What follows belongs to an exercise in optimizing a design on an open flow for a short achievable clock period and few clock cycles; a production flow would make more cautious choices.
Only simulation tests tie the RTL to the original design; equivalence was not proved.
Power figures rest on the tool's default switching activity, not on a simulated workload.

==> v17 <==
Design y86_pipe, start of the top module:
module y86_pipe (
    input clk,
    input rst,                   
    output [11:0] imem_addr,     
    input  [79:0] imem_data,     
    output [13:0] dmem_addr,     
    output [63:0] dmem_wdata,    
    output dmem_we,              
    input  [63:0] dmem_rdata,    
    output [1:0] stat            
);
localparam [3:0] I_HALT = 4'h0, I_NOP = 4'h1, I_CMOV = 4'h2, I_IRMOV = 4'h3,
                 I_RMMOV = 4'h4, I_MRMOV = 4'h5, I_OP = 4'h6, I_JXX = 4'h7,
                 I_CALL = 4'h8, I_RET = 4'h9, I_PUSH = 4'hA, I_POP = 4'hB;
localparam [3:0] RNONE = 4'hF, RSP = 4'h4;
function cond;
    input [3:0] fn;
    input [1:0] cc;              
    reg zf, lt;
    begin
        zf = cc[0]; lt = cc[1];
        case (fn)
        4'd0: cond = 1'b1;
        4'd1: cond = lt | zf;
        4'd2: cond = lt;
        4'd3: cond = zf;
        4'd4: cond = ~zf;
        4'd5: cond = ~lt;
        4'd6: cond = ~lt & ~zf;
        default: cond = 1'b0;
        endcase
    end
endfunction
reg [11:0] F_pc;
reg        F_bad;                
reg        D_valid;
reg [79:0] D_raw;
reg [11:0] D_pc;
reg        D_bad;
reg [12:0] D_pred;               
reg        D_predT;              
reg [3:0]  D_srcA, D_srcB, D_dstE, D_dstM;
reg [14:0] D_ohA, D_ohB;         
reg        D_xB, D_yA, D_yC, D_yM1, D_ci, D_sub, D_isJC, D_isJxx, D_isCall, D_isRet,
           D_isOP, D_isHalt, D_invalid, D_Adata;
reg [12:0] D_valP;
reg        E_valid;
reg [3:0]  E_icode, E_ifun, E_dstE, E_dstM;
reg [63:0] E_X, E_Y;             
reg        E_ci;                 
reg [63:0] E_A;                  
reg        E_Afwd;               
reg        E_exc;
reg [1:0]  E_stat;
reg [12:0] E_pred;
reg        M_valid;
reg [13:0] M_addr;
reg [63:0] M_wdata;
reg        M_we;
reg [63:0] M_valE;
reg [3:0]  M_dstE, M_dstM;
reg        M_isOP, M_isRet;
reg [1:0]  M_flags;
reg        M_exc;
reg [1:0]  M_stat;
reg [12:0] M_pred;
reg        W_valid;
reg [63:0] W_valE, W_valM;
reg [3:0]  W_dstE, W_dstM;
reg        W_isOP;
reg        W_mis;                
reg        W_bad;                
reg [1:0]  W_flags;
reg [1:0]  CC;                   
  ...
Settings: LEC_CHECK=0, CAP_MARGIN=20, CORE_MARGIN=2, CORE_UTILIZATION=50, SLEW_MARGIN=20, SYNTH_HIERARCHICAL=1; clock period 26.0 ns.
standard.sh (not shown) runs the stock make flow with config.mk's settings and CLKGATE_MAP_FILE= SYNTH_SCRIPT=/design/flow/synth_recipe.tcl, a recipe that flattens the netlist after the stock synthesis.
==> flow/flow/run.sh <==
#!/bin/bash
set -uo pipefail
cd "$(dirname "$0")/.."
MARGIN=$(cat flow/margin.txt)
bash standard.sh \
    SETUP_SLACK_MARGIN="$MARGIN" \
    MATCH_CELL_FOOTPRINT=0 \
    "BUFFER_PORTS_ARGS=-buffer_cell sky130_fd_sc_hd__buf_6" \
    finish > flow_standard.log 2>&1
status=$?
exit $status
==> flow/flow/margin.txt <==
19.5
==> inputs of v15, as changes to v17 <==
--- a/flow/design.v
+++ b/flow/design.v
@@ -168,31 +168,38 @@
                         W_mismatch ? {W_bad, W_valM[11:0]} :
                         d_mispred  ? d_redir : {D_bad, D_pc};
 wire [12:0] f_p1  = {1'b0, F_pc} + 13'd1;
 wire [12:0] f_p2  = {1'b0, F_pc} + 13'd2;
 wire [12:0] f_p9  = {1'b0, F_pc} + 13'd9;
 wire [12:0] f_p10 = {1'b0, F_pc} + 13'd10;
 wire [12:0] f_next;      
 wire        f_taken;
+wire [12:0] f_p3  = {1'b0, F_pc} + 13'd3;
+wire [12:0] f_p11 = {1'b0, F_pc} + 13'd11;
+wire        f_fold;
 fetch_next u_fnext (
-    .icode(imem_data[79:76]), .ifun(imem_data[75:72]), .tgt(imem_data[19:8]),
-    .p1(f_p1), .p2(f_p2), .p9(f_p9), .p10(f_p10),
+    .window(imem_data),
+    .p1(f_p1), .p2(f_p2), .p3(f_p3), .p9(f_p9), .p10(f_p10), .p11(f_p11),
     .bad(f_bad), .ras_top(ras_top), .tk(f_tk),
     .ovr(f_ovr), .ovr_val(f_ovr_val),
-    .next(f_next), .taken(f_taken)
+    .next(f_next), .taken(f_taken), .fold(f_fold)
 );
+wire [79:0] f_inst = f_fold ? {imem_data[71:0], 8'h00} : imem_data;
 always @(posedge clk) begin
     F_pc  <= f_next[11:0];
     F_bad <= f_next[12];
 end
-wire [3:0] f_ic = imem_data[79:76];
-wire [3:0] f_fn = imem_data[75:72];
-wire [3:0] f_rA = imem_data[71:68];
-wire [3:0] f_rB = imem_data[67:64];
+wire [3:0] f_ic = f_inst[79:76];
+wire [3:0] f_fn = f_inst[75:72];
+wire [3:0] f_rA = f_inst[71:68];
+wire [3:0] f_rB = f_inst[67:64];
+wire [12:0] f_q1  = f_fold ? f_p2  : f_p1;
+wire [12:0] f_q2  = f_fold ? f_p3  : f_p2;
+wire [12:0] f_q9  = f_fold ? f_p10 : f_p9;
 reg [3:0] f_srcA, f_srcB, f_dstE, f_dstM;
 reg [12:0] f_valP;
 always @(*) begin
     f_srcA = RNONE; f_srcB = RNONE; f_dstE = RNONE; f_dstM = RNONE;
     case (f_ic)
     I_CMOV:  begin f_srcA = f_rA; f_dstE = f_rB; end
     I_IRMOV: begin f_dstE = f_rB; end
     I_RMMOV: begin f_srcA = f_rA; f_srcB = f_rB; end
@@ -200,33 +207,33 @@
     I_OP:    begin f_srcA = f_rA; f_srcB = f_rB; f_dstE = f_rB; end
     I_CALL:  begin f_srcB = RSP; f_dstE = RSP; end
     I_RET:   begin f_srcA = RSP; f_srcB = RSP; f_dstE = RSP; end
     I_PUSH:  begin f_srcA = f_rA; f_srcB = RSP; f_dstE = RSP; end
     I_POP:   begin f_srcA = RSP; f_srcB = RSP; f_dstE = RSP; f_dstM = f_rA; end
     default: ;
     endcase
     case (f_ic)
-    I_CMOV, I_OP, I_PUSH, I_POP: f_valP = f_p2;
-    I_IRMOV, I_RMMOV, I_MRMOV:   f_valP = f_p10;
-    I_JXX, I_CALL:               f_valP = f_p9;
-    default:                     f_valP = f_p1;
+    I_CMOV, I_OP, I_PUSH, I_POP: f_valP = f_q2;
+    I_IRMOV, I_RMMOV, I_MRMOV:   f_valP = f_p10;     
+    I_JXX, I_CALL:               f_valP = f_q9;
+    default:                     f_valP = f_q1;
     endcase
 end
 wire [14:0] f_ohA, f_ohB;
 genvar go;
 generate
     for (go = 0; go < 15; go = go + 1) begin : oh
         assign f_ohA[go] = (f_srcA == go);
         assign f_ohB[go] = (f_srcB == go);
     end
 endgenerate
 always @(posedge clk) begin
     D_valid <= ~(rst | W_mismatch | d_mispred | d_replay);
-    D_raw   <= imem_data;
+    D_raw   <= f_inst;
     D_srcA  <= f_srcA;
     D_srcB  <= f_srcB;
     D_dstE  <= f_dstE;
     D_dstM  <= f_dstM;
     D_ohA   <= f_ohA;
     D_ohB   <= f_ohB;
     D_valP  <= f_valP;
     D_sub   <= (f_ic == I_OP) & (f_fn[1:0] == 2'd1);
@@ -239,18 +246,18 @@
     D_isJC  <= (f_ic == I_JXX) | (f_ic == I_CALL);
     D_isJxx <= (f_ic == I_JXX);
     D_isCall <= (f_ic == I_CALL);
     D_isRet <= (f_ic == I_RET);
     D_isOP  <= (f_ic == I_OP);
     D_isHalt <= (f_ic == I_HALT);
     D_invalid <= (f_ic > I_POP);
     D_Adata <= (f_ic == I_RMMOV) | (f_ic == I_PUSH);
-    D_pc    <= F_pc;
-    D_bad   <= f_bad;
+    D_pc    <= f_fold ? f_p1[11:0] : F_pc;
+    D_bad   <= f_bad | (f_fold & f_p1[12]);
     D_pred  <= ras_top;
     D_predT <= f_taken;
 end
 always @(posedge clk) begin
     if (rst)
         ras_sp <= 3'd0;
     else if (d_advance & d_call) begin
         ras[ras_sp] <= D_valP;
@@ -375,38 +382,46 @@
 always @(posedge clk) begin
     if (W_dstE != RNONE && W_dstE != W_dstM)
         regs[W_dstE] <= W_valE;
     if (W_dstM != RNONE)
         regs[W_dstM] <= W_valM;
 end
 endmodule
 module fetch_next (
-    input  [3:0]  icode,
-    input  [3:0]  ifun,
-    input  [11:0] tgt,
-    input  [12:0] p1, p2, p9, p10,   
+    input  [79:0] window,            
+    input  [12:0] p1, p2, p3, p9, p10, p11,   
     input         bad,
     input  [12:0] ras_top,
     input  [15:0] tk,
     input         ovr,
     input  [12:0] ovr_val,
     output [12:0] next,
-    output        taken
+    output        taken,
+    output        fold
 );
+    wire [3:0] ic0 = window[79:76], ic1 = window[71:68];
+    assign fold = (ic0 == 4'h1) & ~((ic1 == 4'h3) | (ic1 == 4'h4) | (ic1 == 4'h5)) & ~bad;
+    wire [3:0]  icode = fold ? ic1 : ic0;
+    wire [3:0]  ifun  = fold ? window[67:64] : window[75:72];
+    wire [11:0] tgt   = fold ? window[11:0] : window[19:8];
+    wire [12:0] q1  = fold ? p2  : p1;
+    wire [12:0] q2  = fold ? p3  : p2;
+    wire [12:0] q9  = fold ? p10 : p9;
+    wire [12:0] q10 = fold ? p11 : p10;
     assign taken = tk[ifun];
     wire to_tgt = (icode == 4'h8) | ((icode == 4'h7) & taken);
     reg [12:0] seq;
     always @(*) begin
         case (icode)
-        4'h2, 4'h6, 4'hA, 4'hB: seq = p2;
-        4'h3, 4'h4, 4'h5:       seq = p10;
-        4'h7:                   seq = p9;
+        4'h2, 4'h6, 4'hA, 4'hB: seq = q2;
+        4'h3, 4'h4, 4'h5:       seq = q10;
+        4'h7:                   seq = q9;
         4'h9:                   seq = ras_top;
-        default:                seq = p1;
+        default:                seq = q1;
         endcase
     end
     assign next = ovr ? ovr_val :
                   to_tgt ? {bad, tgt} : {seq[12] | bad, seq[11:0]};
 endmodule
 module br_check (
     input  [1:0] e_flags,
     input        e_op,
==> inputs of v25, as changes to v17 <==
--- a/flow/design.v
+++ b/flow/design.v
@@ -137,23 +137,23 @@
                 .e_val(e_valE), .m_val(dmem_rdata), .other(a_o), .out(a_n));
 wire [1:0] cc_E = M_isOP ? M_flags : W_isOP ? W_flags : CC;      
 wire [1:0] cc_D;                                                 
 wire d_jmp      = dok & D_isJxx;
 wire d_taken, d_mispred;
 br_check u_brchk (.e_flags(e_flags), .e_op(E_isOP), .cc_e(cc_E), .fn(D_ifun), .jmp(d_jmp),
                   .pred(D_predT), .cc(cc_D), .taken(d_taken), .mispred(d_mispred));
 wire D_tgt_bad  = |D_raw[71:20];
-wire [12:0] d_redir = d_taken ? {D_tgt_bad, D_valC[11:0]} : D_valP;
+wire [12:0] d_redir = D_predT ? D_valP : {D_tgt_bad, D_valC[11:0]};
 wire d_Adata    = D_Adata;
 wire d_lA       = E_isLoad & (E_dstM != RNONE) & (E_dstM == d_srcA);
 wire lu_hazard  = (d_lA & ~d_Adata) | (E_isLoad & (E_dstM != RNONE) & (E_dstM == d_srcB));
 wire d_replay   = dok & lu_hazard;
 wire d_advance  = dv & ~d_replay & ~W_mismatch & ~rst;
-assign imem_addr = F_pc;
+assign imem_addr = F_pco;
 wire d_call = dok & D_isCall;
 wire d_ret  = dok & D_isRet;
 wire [12:0] ras_top = d_call ? D_valP :
                       d_ret  ? ras[ras_sp - 3'd2] : ras[ras_sp - 3'd1];
 wire D_wentT = D_isCall | D_predT;
 wire f_bad = F_bad | (dok & D_isJC & D_wentT & D_tgt_bad);
 wire f_cc_known = ~(dok & D_isOP);
 wire [15:0] f_tk;
@@ -175,16 +175,21 @@
 wire        f_taken;
 fetch_next u_fnext (
     .icode(imem_data[79:76]), .ifun(imem_data[75:72]), .tgt(imem_data[19:8]),
     .p1(f_p1), .p2(f_p2), .p9(f_p9), .p10(f_p10),
     .bad(f_bad), .ras_top(ras_top), .tk(f_tk),
     .ovr(f_ovr), .ovr_val(f_ovr_val),
     .next(f_next), .taken(f_taken)
 );
+reg [11:0] F_pco;
+always @(posedge clk) begin
+    if (rst) F_pco <= 12'd0;
+    else     F_pco <= f_next[11:0];
+end
 always @(posedge clk) begin
     F_pc  <= f_next[11:0];
     F_bad <= f_next[12];
 end
 wire [3:0] f_ic = imem_data[79:76];
 wire [3:0] f_fn = imem_data[75:72];
 wire [3:0] f_rA = imem_data[71:68];
 wire [3:0] f_rB = imem_data[67:64];
@@ -247,23 +252,26 @@
     D_pc    <= F_pc;
     D_bad   <= f_bad;
     D_pred  <= ras_top;
     D_predT <= f_taken;
 end
 always @(posedge clk) begin
     if (rst)
         ras_sp <= 3'd0;
-    else if (d_advance & d_call) begin
-        ras[ras_sp] <= D_valP;
+    else if (d_advance & d_call)
         ras_sp <= ras_sp + 3'd1;
-    end else if (d_advance & d_ret)
+    else if (d_advance & d_ret)
         ras_sp <= ras_sp - 3'd1;
 end
 always @(posedge clk) begin
+    if (d_call & ~d_replay & ~W_mismatch)
+        ras[ras_sp] <= D_valP;
+end
+always @(posedge clk) begin
     if (rst | W_mismatch)
         stop <= 1'b0;
     else if (d_advance & d_exc)
         stop <= 1'b1;
 end
 always @(posedge clk) begin
     if (rst | W_mismatch | ~d_advance)
         E_valid <= 1'b0;
@@ -296,17 +304,19 @@
 assign e_flags = {e_lt, e_zf};
 wire e_cnd = cond(E_ifun, cc_E);
 assign e_dstE = (E_icode == I_CMOV && !e_cnd) ? RNONE : E_dstE;
 wire e_isMem   = (E_icode == I_RMMOV) | (E_icode == I_MRMOV) | (E_icode == I_CALL) |
                  (E_icode == I_RET) | (E_icode == I_PUSH) | (E_icode == I_POP);
 wire e_isStore = (E_icode == I_RMMOV) | (E_icode == I_CALL) | (E_icode == I_PUSH);
 wire e_useX    = (E_icode == I_RET) | (E_icode == I_POP);   
 wire [63:0] e_addr = e_useX ? E_X : e_sum;
-wire e_fault = e_isMem & (|e_addr[63:14]);
+wire [14:0] e_lo  = {1'b0, E_X[13:0]} + {1'b0, E_Y[13:0]};
+wire e_hi_zero = (e_xor[14] == e_lo[14]) & ~|(e_xor[63:15] ^ e_or[62:14]);
+wire e_fault = e_isMem & (e_useX ? |E_X[63:14] : ~e_hi_zero);
 wire block_store = (M_valid & M_exc) | (S_stat != 2'd0);
 wire [63:0] e_wdata;
 late_sel u_selw (.sel(E_Afwd), .inv(1'b0), .late(dmem_rdata), .other(E_A), .out(e_wdata));
 wire m_we_pre = ~(rst | W_mismatch | ~E_valid) & e_isStore & ~e_fault & ~E_exc & ~block_store;
 wire m_ret    = M_isRet & ~rst & ~W_mismatch;
 wire m_we_n, w_mis_n, m_hibad;
 ret_check u_rchk (.rdata(dmem_rdata), .pred(M_pred), .is_ret(m_ret), .we_pre(m_we_pre),
                   .we(m_we_n), .mis(w_mis_n), .hibad(m_hibad));
==> flow/flow/run.sh (replaced) <==
#!/bin/bash
set -uo pipefail
cd "$(dirname "$0")/.."
MARGIN=$(cat flow/margin.txt)
bash standard.sh \
    SETUP_SLACK_MARGIN="$MARGIN" \
    MATCH_CELL_FOOTPRINT=0 \
    "BUFFER_PORTS_ARGS=-buffer_cell sky130_fd_sc_hd__buf_8" \
    finish > flow_standard.log 2>&1
status=$?
exit $status
==> flow/flow/margin.txt (replaced) <==
19.7
==> inputs of v37, as changes to v17 <==
--- a/flow/design.v
+++ b/flow/design.v
@@ -143,17 +143,17 @@
                   .pred(D_predT), .cc(cc_D), .taken(d_taken), .mispred(d_mispred));
 wire D_tgt_bad  = |D_raw[71:20];
 wire [12:0] d_redir = d_taken ? {D_tgt_bad, D_valC[11:0]} : D_valP;
 wire d_Adata    = D_Adata;
 wire d_lA       = E_isLoad & (E_dstM != RNONE) & (E_dstM == d_srcA);
 wire lu_hazard  = (d_lA & ~d_Adata) | (E_isLoad & (E_dstM != RNONE) & (E_dstM == d_srcB));
 wire d_replay   = dok & lu_hazard;
 wire d_advance  = dv & ~d_replay & ~W_mismatch & ~rst;
-assign imem_addr = F_pc;
+assign imem_addr = F_pco;
 wire d_call = dok & D_isCall;
 wire d_ret  = dok & D_isRet;
 wire [12:0] ras_top = d_call ? D_valP :
                       d_ret  ? ras[ras_sp - 3'd2] : ras[ras_sp - 3'd1];
 wire D_wentT = D_isCall | D_predT;
 wire f_bad = F_bad | (dok & D_isJC & D_wentT & D_tgt_bad);
 wire f_cc_known = ~(dok & D_isOP);
 wire [15:0] f_tk;
@@ -168,31 +168,43 @@
                         W_mismatch ? {W_bad, W_valM[11:0]} :
                         d_mispred  ? d_redir : {D_bad, D_pc};
 wire [12:0] f_p1  = {1'b0, F_pc} + 13'd1;
 wire [12:0] f_p2  = {1'b0, F_pc} + 13'd2;
 wire [12:0] f_p9  = {1'b0, F_pc} + 13'd9;
 wire [12:0] f_p10 = {1'b0, F_pc} + 13'd10;
 wire [12:0] f_next;      
 wire        f_taken;
+wire [12:0] f_p3  = {1'b0, F_pc} + 13'd3;
+wire [12:0] f_p11 = {1'b0, F_pc} + 13'd11;
+wire        f_fold;
 fetch_next u_fnext (
-    .icode(imem_data[79:76]), .ifun(imem_data[75:72]), .tgt(imem_data[19:8]),
-    .p1(f_p1), .p2(f_p2), .p9(f_p9), .p10(f_p10),
+    .window(imem_data),
+    .p1(f_p1), .p2(f_p2), .p3(f_p3), .p9(f_p9), .p10(f_p10), .p11(f_p11),
     .bad(f_bad), .ras_top(ras_top), .tk(f_tk),
     .ovr(f_ovr), .ovr_val(f_ovr_val),
-    .next(f_next), .taken(f_taken)
+    .next(f_next), .taken(f_taken), .fold(f_fold)
 );
+wire [79:0] f_inst = f_fold ? {imem_data[71:0], 8'h00} : imem_data;
+reg [11:0] F_pco;
+always @(posedge clk) begin
+    if (rst) F_pco <= 12'd0;
+    else     F_pco <= f_next[11:0];
+end
 always @(posedge clk) begin
     F_pc  <= f_next[11:0];
     F_bad <= f_next[12];
 end
-wire [3:0] f_ic = imem_data[79:76];
-wire [3:0] f_fn = imem_data[75:72];
-wire [3:0] f_rA = imem_data[71:68];
-wire [3:0] f_rB = imem_data[67:64];
+wire [3:0] f_ic = f_inst[79:76];
+wire [3:0] f_fn = f_inst[75:72];
+wire [3:0] f_rA = f_inst[71:68];
+wire [3:0] f_rB = f_inst[67:64];
+wire [12:0] f_q1  = f_fold ? f_p2  : f_p1;
+wire [12:0] f_q2  = f_fold ? f_p3  : f_p2;
+wire [12:0] f_q9  = f_fold ? f_p10 : f_p9;
 reg [3:0] f_srcA, f_srcB, f_dstE, f_dstM;
 reg [12:0] f_valP;
 always @(*) begin
     f_srcA = RNONE; f_srcB = RNONE; f_dstE = RNONE; f_dstM = RNONE;
     case (f_ic)
     I_CMOV:  begin f_srcA = f_rA; f_dstE = f_rB; end
     I_IRMOV: begin f_dstE = f_rB; end
     I_RMMOV: begin f_srcA = f_rA; f_srcB = f_rB; end
@@ -200,33 +212,33 @@
     I_OP:    begin f_srcA = f_rA; f_srcB = f_rB; f_dstE = f_rB; end
     I_CALL:  begin f_srcB = RSP; f_dstE = RSP; end
     I_RET:   begin f_srcA = RSP; f_srcB = RSP; f_dstE = RSP; end
     I_PUSH:  begin f_srcA = f_rA; f_srcB = RSP; f_dstE = RSP; end
     I_POP:   begin f_srcA = RSP; f_srcB = RSP; f_dstE = RSP; f_dstM = f_rA; end
     default: ;
     endcase
     case (f_ic)
-    I_CMOV, I_OP, I_PUSH, I_POP: f_valP = f_p2;
-    I_IRMOV, I_RMMOV, I_MRMOV:   f_valP = f_p10;
-    I_JXX, I_CALL:               f_valP = f_p9;
-    default:                     f_valP = f_p1;
+    I_CMOV, I_OP, I_PUSH, I_POP: f_valP = f_q2;
+    I_IRMOV, I_RMMOV, I_MRMOV:   f_valP = f_p10;     
+    I_JXX, I_CALL:               f_valP = f_q9;
+    default:                     f_valP = f_q1;
     endcase
 end
 wire [14:0] f_ohA, f_ohB;
 genvar go;
 generate
     for (go = 0; go < 15; go = go + 1) begin : oh
         assign f_ohA[go] = (f_srcA == go);
         assign f_ohB[go] = (f_srcB == go);
     end
 endgenerate
 always @(posedge clk) begin
     D_valid <= ~(rst | W_mismatch | d_mispred | d_replay);
-    D_raw   <= imem_data;
+    D_raw   <= f_inst;
     D_srcA  <= f_srcA;
     D_srcB  <= f_srcB;
     D_dstE  <= f_dstE;
     D_dstM  <= f_dstM;
     D_ohA   <= f_ohA;
     D_ohB   <= f_ohB;
     D_valP  <= f_valP;
     D_sub   <= (f_ic == I_OP) & (f_fn[1:0] == 2'd1);
@@ -239,18 +251,18 @@
     D_isJC  <= (f_ic == I_JXX) | (f_ic == I_CALL);
     D_isJxx <= (f_ic == I_JXX);
     D_isCall <= (f_ic == I_CALL);
     D_isRet <= (f_ic == I_RET);
     D_isOP  <= (f_ic == I_OP);
     D_isHalt <= (f_ic == I_HALT);
     D_invalid <= (f_ic > I_POP);
     D_Adata <= (f_ic == I_RMMOV) | (f_ic == I_PUSH);
-    D_pc    <= F_pc;
-    D_bad   <= f_bad;
+    D_pc    <= f_fold ? f_p1[11:0] : F_pc;
+    D_bad   <= f_bad | (f_fold & f_p1[12]);
     D_pred  <= ras_top;
     D_predT <= f_taken;
 end
 always @(posedge clk) begin
     if (rst)
         ras_sp <= 3'd0;
     else if (d_advance & d_call) begin
         ras[ras_sp] <= D_valP;
@@ -375,38 +387,46 @@
 always @(posedge clk) begin
     if (W_dstE != RNONE && W_dstE != W_dstM)
         regs[W_dstE] <= W_valE;
     if (W_dstM != RNONE)
         regs[W_dstM] <= W_valM;
 end
 endmodule
 module fetch_next (
-    input  [3:0]  icode,
-    input  [3:0]  ifun,
-    input  [11:0] tgt,
-    input  [12:0] p1, p2, p9, p10,   
+    input  [79:0] window,            
+    input  [12:0] p1, p2, p3, p9, p10, p11,   
     input         bad,
     input  [12:0] ras_top,
     input  [15:0] tk,
     input         ovr,
     input  [12:0] ovr_val,
     output [12:0] next,
-    output        taken
+    output        taken,
+    output        fold
 );
+    wire [3:0] ic0 = window[79:76], ic1 = window[71:68];
+    assign fold = (ic0 == 4'h1) & ~((ic1 == 4'h3) | (ic1 == 4'h4) | (ic1 == 4'h5)) & ~bad;
+    wire [3:0]  icode = fold ? ic1 : ic0;
+    wire [3:0]  ifun  = fold ? window[67:64] : window[75:72];
+    wire [11:0] tgt   = fold ? window[11:0] : window[19:8];
+    wire [12:0] q1  = fold ? p2  : p1;
+    wire [12:0] q2  = fold ? p3  : p2;
+    wire [12:0] q9  = fold ? p10 : p9;
+    wire [12:0] q10 = fold ? p11 : p10;
     assign taken = tk[ifun];
     wire to_tgt = (icode == 4'h8) | ((icode == 4'h7) & taken);
     reg [12:0] seq;
     always @(*) begin
         case (icode)
-        4'h2, 4'h6, 4'hA, 4'hB: seq = p2;
-        4'h3, 4'h4, 4'h5:       seq = p10;
-        4'h7:                   seq = p9;
+        4'h2, 4'h6, 4'hA, 4'hB: seq = q2;
+        4'h3, 4'h4, 4'h5:       seq = q10;
+        4'h7:                   seq = q9;
         4'h9:                   seq = ras_top;
-        default:                seq = p1;
+        default:                seq = q1;
         endcase
     end
     assign next = ovr ? ovr_val :
                   to_tgt ? {bad, tgt} : {seq[12] | bad, seq[11:0]};
 endmodule
 module br_check (
     input  [1:0] e_flags,
     input        e_op,
==> comparison <==
Between v25 and v37, the lower maximum frequency is in v37 (gap 11%, measured against v37).
Synthesized cell count: v25 < v17 < v15 < v37.
Cell count: v37 > v15 > v17 > v25.
Hold slack: v15 > v17 > v37 > v25.
Against v25, the final area of v15 is higher by 3.1%.
Via count: v15 is larger than v37 (0.87%).
Non-clock buffer count, lowest first: v17, v25, v15, v37.
Of v25 and v15, v15 has the higher synthesized area (gap about 2%, measured against v15).
==> figures <==
| item | v25 | v37 | v15 | v17 |
|---|---|---|---|---|
| Placed cell count | 11.0k | 11.3k | 11.3k | 11.0k |
| Share of the synthesized area in the top cell type | 32.5% | - | - | 32.3% |
| Die height | 447 um | 452 um | 452 um | 449 um |
| Total vias in the final route | 85.9k | 89.2k | 89.9k | 86.2k |
| Area-dominant cell class after layout | registers | multi-input combinational cells | multi-input combinational cells | multi-input combinational cells |
| Wire length on met2 | 198 mm | 209 mm | 203 mm | 196 mm |
| Remaining max-slew budget at the tightest pin | 7.50% | 16.1% | 10.5% | 14.2% |
| Post-Route WL | 480 mm | 490 mm | 495 mm | 474 mm |
| Psw | 3.35 mW | 3.66 mW | 3.68 mW | 3.38 mW |
| Number of enable flip-flop cells after synthesis | 1,064 | - | - | 1,064 |
| Register bit total from synthesis | 1,818 | - | - | 1,806 |
| Final HPWL from detailed placement | 300 mm | 315 mm | 307 mm | 296 mm |
| Result of the run | no timing/DRC/antenna violations | no timing/DRC/antenna violations | no timing/DRC/antenna violations | no timing/DRC/antenna violations |
| Area fraction of clock buffers and clock inverters | 5.92% | 5.88% | 5.89% | 6.05% |
| Number of DRC markers in iteration 0 | 17.2k | 17.2k | 18.0k | 16.3k |
| Startpoint type of the worst setup path | register | input port | input port | register |
| Portion of netlist area occupied by mux cells | 14.4% | - | - | 14.2% |
Testbench counts of v17, summed over its fixed seeds: cycles 20,707.
Testbench counts of v15, summed over its fixed seeds: cycles 20,467.
Testbench counts of v25, summed over its fixed seeds: cycles 20,707.
Testbench counts of v37, summed over its fixed seeds: cycles 20,467.

[static timing again, ports no longer ideal]
How much do the figures lean on ideal ports? The routed layouts below were timed once more, with nothing changed but the port constraints. Step 1: set_driving_cell puts a clkbuf_16 on clk and a buf_2 on each other input, an assumption about the parent block. Step 2 adds t to the input delays and takes it off the output delays; t is the mean of the earliest and latest rising clock arrival at the registers after step 1. Input paths then give back, and output paths get back, about the clock's delay inside the block. Slacks: ideal ports / drivers / drivers and shift; pairs: ideal ports / drivers.
run | t (ns) | setup WS [ns] | worst hold slack (ns)
v17 | 0.964 | 19.337 / 19.240 / 18.664 | 0.325 / 0.325 / 0.325
v15 | 0.967 | 18.753 / 18.792 / 17.825 | 0.325 / 0.325 / 0.325
v25 | 0.968 | 19.402 / 19.311 / 18.790 | 0.308 / 0.308 / 0.308
v37 | 0.956 | 18.703 / 18.754 / 17.798 | 0.325 / 0.325 / 0.325
After both steps setup and hold are still met in every run listed. The setup slack of v15, which loses most, moves by +0.039 ns with the drivers and by -0.928 ns with both steps.
